From an optimization exercise on the open Yosys and OpenROAD flow, aimed at small area and a short achievable clock period; shortcuts taken in it are not production practice. The flow treats the clock pin as an ideal source. Dropping or thinning the clock tree relies on that and would not hold on a real chip. Power and IR drop assume default switching activity.

== fjord ==
Design module_64_8, start of the top module:
module module_64_8
#(parameter width = 64, parameter depth = 8)
(
    input   clk,
    input   reset_n,
    input   strobe_in,
    input   [width-1:0] input_data,
    input   req_data,
    output  ready,
    output  data_end,
    output  strobe_out,
    output  [7:0] data_out,
    output  [$clog2(depth)-1:0] write_counter
);
Size in the first run: ~1200 cells after synthesis, roughly 620 flip-flops, about 82 I/O pins.
==> flow/config.mk <==
export PLATFORM = sky130hd
export DESIGN_NAME = module_64_8
export DESIGN_NICKNAME = module_64_8
export VERILOG_FILES = /design/flow/design.v
export SDC_FILE = /design/flow/constraint.sdc
export NUM_CORES = 4
export LEC_CHECK = 0
export CAP_MARGIN = 20
export CORE_MARGIN = 2
export CORE_UTILIZATION = 60
export SETUP_SLACK_MARGIN = 3.0
export SLEW_MARGIN = 20
==> flow/constraint.sdc <==
create_clock -name core_clock -period 5.0 [get_ports {clk}]
set_input_delay 1.0000 -clock core_clock [delete_from_list [all_inputs] [get_ports {clk}]]
set_output_delay 1.0000 -clock core_clock [all_outputs]
set_load 0.01 [all_outputs]
standard.sh (not shown) runs the stock make flow with config.mk's settings and CLKGATE_MAP_FILE= SYNTH_SCRIPT=/design/flow/synth_recipe.tcl, a recipe that flattens the netlist after the stock synthesis.
==> flow/flow/run.sh <==
#!/bin/bash
# The standard ORFS layout, with the port buffers made of buf_1 cells (instead of the
# delay cells buffer_ports picks by default), timing repair free to change a cell's
# footprint, a clock tree of about 30 flip-flops per leaf buffer, and the clock
# tree's root buffer taken out after CTS (flow/bypass_root.tcl).
set -euo pipefail
W=$(pwd)
bash standard.sh MATCH_CELL_FOOTPRINT=0 \
  "BUFFER_PORTS_ARGS=-buffer_cell sky130_fd_sc_hd__buf_1" \
  "CTS_ARGS=-sink_clustering_enable -repair_clock_nets -buf_list {sky130_fd_sc_hd__clkbuf_16} -sink_clustering_size 30 -sink_clustering_max_diameter 80 -dont_use_dummy_load" \
  "POST_CTS_TCL=$W/flow/bypass_root.tcl" \
  finish > standard_flow.log 2>&1
==> flow/flow/bypass_root.tcl <==
# After clock tree synthesis: take out the tree's root buffer, so that the clock port
# drives the root's few loads (the first level of clock buffers) directly.
set block [ord::get_db_block]
set clk_net [[$block findBTerm clk] getNet]
set roots {}
foreach it [$clk_net getITerms] {
  lappend roots [$it getInst]
}
if {[llength $roots] != 1} {
  puts "bypass_root: clock port drives [llength $roots] cells, leaving the tree as it is"
  return
}
set root [lindex $roots 0]
set out_net {}
foreach it [$root getITerms] {
  if {[$it isOutputSignal]} { set out_net [$it getNet] }
}
set loads {}
foreach it [$out_net getITerms] {
  if {[$it getInst] ne $root} { lappend loads $it }
}
if {[llength $loads] > 4 || [llength [$out_net getBTerms]] > 0} {
  puts "bypass_root: root drives [llength $loads] pins, leaving the tree as it is"
  return
}
puts "bypass_root: removing [$root getName] ([[$root getMaster] getName]), clock port now drives [llength $loads] pins"
foreach it $loads { $it disconnect }
foreach it [$root getITerms] { $it disconnect }
odb::dbInst_destroy $root
odb::dbNet_destroy $out_net
foreach it $loads { $it connect $clk_net }
Changes in tundra relative to fjord:
==> flow/flow/run.sh <==
#!/bin/bash
# The standard ORFS layout, with the port buffers made of buf_1 cells (instead of the
# delay cells buffer_ports picks by default), timing repair free to change a cell's
# footprint, and a clock tree with custom clustering.
set -euo pipefail
bash standard.sh MATCH_CELL_FOOTPRINT=0 \
  "BUFFER_PORTS_ARGS=-buffer_cell sky130_fd_sc_hd__buf_1" \
  "CTS_ARGS=-sink_clustering_enable -repair_clock_nets -buf_list {sky130_fd_sc_hd__clkbuf_16} -sink_clustering_size 30 -sink_clustering_max_diameter 80 -dont_use_dummy_load" \
  finish > standard_flow.log 2>&1
removed: flow/flow/bypass_root.tcl
Notes after the runs:
tundra completed end to end with timing, DRC and antenna clean. End-of-flow core utilization across fjord and tundra: no real change. Comparing fjord with tundra, the setup clock skew after layout came out essentially unchanged. Looking at critical path endpoint, the data_out[7] result is from tundra; the write_counter[0] one comes from fjord. Between fjord and tundra, the ratio of cells with drive above 1 in the final layout does not differ in any meaningful way. Delta (tundra minus fjord): area fraction of clock buffers and clock inverters saw little to no change; via count of the first global-routing pass saw little to no change; power saw an increase. tundra -> fjord: final hold slack flat.
What cedar does differently from tundra at the input level:
- a change of SETUP_SLACK_MARGIN from 3.0 to 3.4
-- flow/flow/run.sh --
<<< tundra, line 7
  "BUFFER_PORTS_ARGS=-buffer_cell sky130_fd_sc_hd__buf_1" \
  "CTS_ARGS=-sink_clustering_enable -repair_clock_nets -buf_list {sky130_fd_sc_hd__clkbuf_16} -sink_clustering_size 30 -sink_clustering_max_diameter 80 -dont_use_dummy_load" \
  finish > standard_flow.log 2>&1
>>> cedar, line 7
  "BUFFER_PORTS_ARGS=-buffer_cell sky130_fd_sc_hd__buf_1" \
  "CTS_ARGS=-sink_clustering_enable -repair_clock_nets -buf_list {sky130_fd_sc_hd__clkbuf_8 sky130_fd_sc_hd__clkbuf_16} -sink_clustering_size 20 -sink_clustering_max_diameter 60 -dont_use_dummy_load" \
  finish > standard_flow.log 2>&1
Results
In the reports for tundra and cedar, the smaller minimum clock period belongs to cedar.
cedar ends up with higher first-pass GRT wire length than tundra does.
Comparing met2 routing resource usage after global routing for tundra and cedar, the bigger number came from cedar.
Relative to tundra, the design area of cedar is higher by about 3.3%.
The combinational power number comes out lower for tundra vs cedar.
In the metrics for tundra and cedar, the one carrying the lower leakage dissipation is tundra.
[diff] via count, cedar relative to tundra: regression
For instance area at placement, tundra and cedar come out practically identical.
In cedar the total length of routed met2 wires turned out about 5% higher than in tundra.
diff inputs: cedar => pepper
- changing SETUP_SLACK_MARGIN from 3.4 to 3.0
### Flow results
pepper vs. cedar: total net switching power went down by about 0.3%. Re final HPWL from detailed placement: pepper is 340 microns up on cedar. Compared pepper vs cedar, and met3 layer wire length in the routed design is up in pepper. Diff cedar -> pepper: total power of the final layout climbed 0.34%, relative contribution of sequential cells to total power barely changed, fmax climbed about 0.8%.
What xenon does differently from pepper at the input level:
- CTS_BUF_LIST newly set to sky130_fd_sc_hd__clkbuf_4 sky130_fd_sc_hd__clkbuf_8
- CORE_UTILIZATION changed from 60 to 50
==> flow/flow/run.sh <==
#!/bin/bash
# The standard ORFS layout, with the port buffers made of buf_2 cells (instead of the
# delay cells buffer_ports picks by default) and timing repair free to change a cell's
# footprint.
set -euo pipefail
bash standard.sh MATCH_CELL_FOOTPRINT=0 "BUFFER_PORTS_ARGS=-buffer_cell sky130_fd_sc_hd__buf_2" finish > standard_flow.log 2>&1
==> notes.md <==
- xenon went all the way through the flow, and no timing, DRC or antenna check failed.
- pepper → xenon: worst setup slack went down by 0.097 ns, routed length per instance went down by about 7%, share of total power in the clock network went up by 8.4 points.
Function was not checked in any run of this note: the RTL went through the layout flow alone.

## separate check: timing with driven ports
In the flow no input, the clock included, has a driving cell. The finished layouts below were timed again as built, in two steps. Step 1, drivers: a clkbuf_16 drives clk and a buf_2 each remaining input, both assumed. Step 2 times the ports against the registers' clock, not the clock port: input delays grow and output delays shrink by t, the midpoint of the rising clock arrivals with the driver on. a / b / c = no drivers / after step 1 / after step 2; a / b = the first two.
| run | t, ns | setup WS [ns] | hold slack, ns | worst setup path at the end | cell pins on the clock port's net |
|---|---|---|---|---|---|
| fjord | 0.504 | 3.047 / 2.977 / 2.745 | 0.440 / 0.440 / 0.440 | input to register | 2 |
| tundra | 0.623 | 2.938 / 2.878 / 2.716 | 0.440 / 0.440 / 0.440 | input to register | 1 |
| cedar | 0.571 | 2.973 / 2.917 / 2.885 | 0.428 / 0.428 / 0.428 | input to register | 1 |
| pepper | 0.569 | 2.990 / 2.937 / 2.680 | 0.404 / 0.404 / 0.404 | input to register | 1 |
| xenon | 0.683 | 2.893 / 2.842 / 2.764 | 0.440 / 0.440 / 0.440 | input to register | 1 |
After both steps every run listed still meets setup and hold. The setup slack of pepper, which loses most, moves by -0.053 ns with the drivers and by -0.310 ns with both steps.
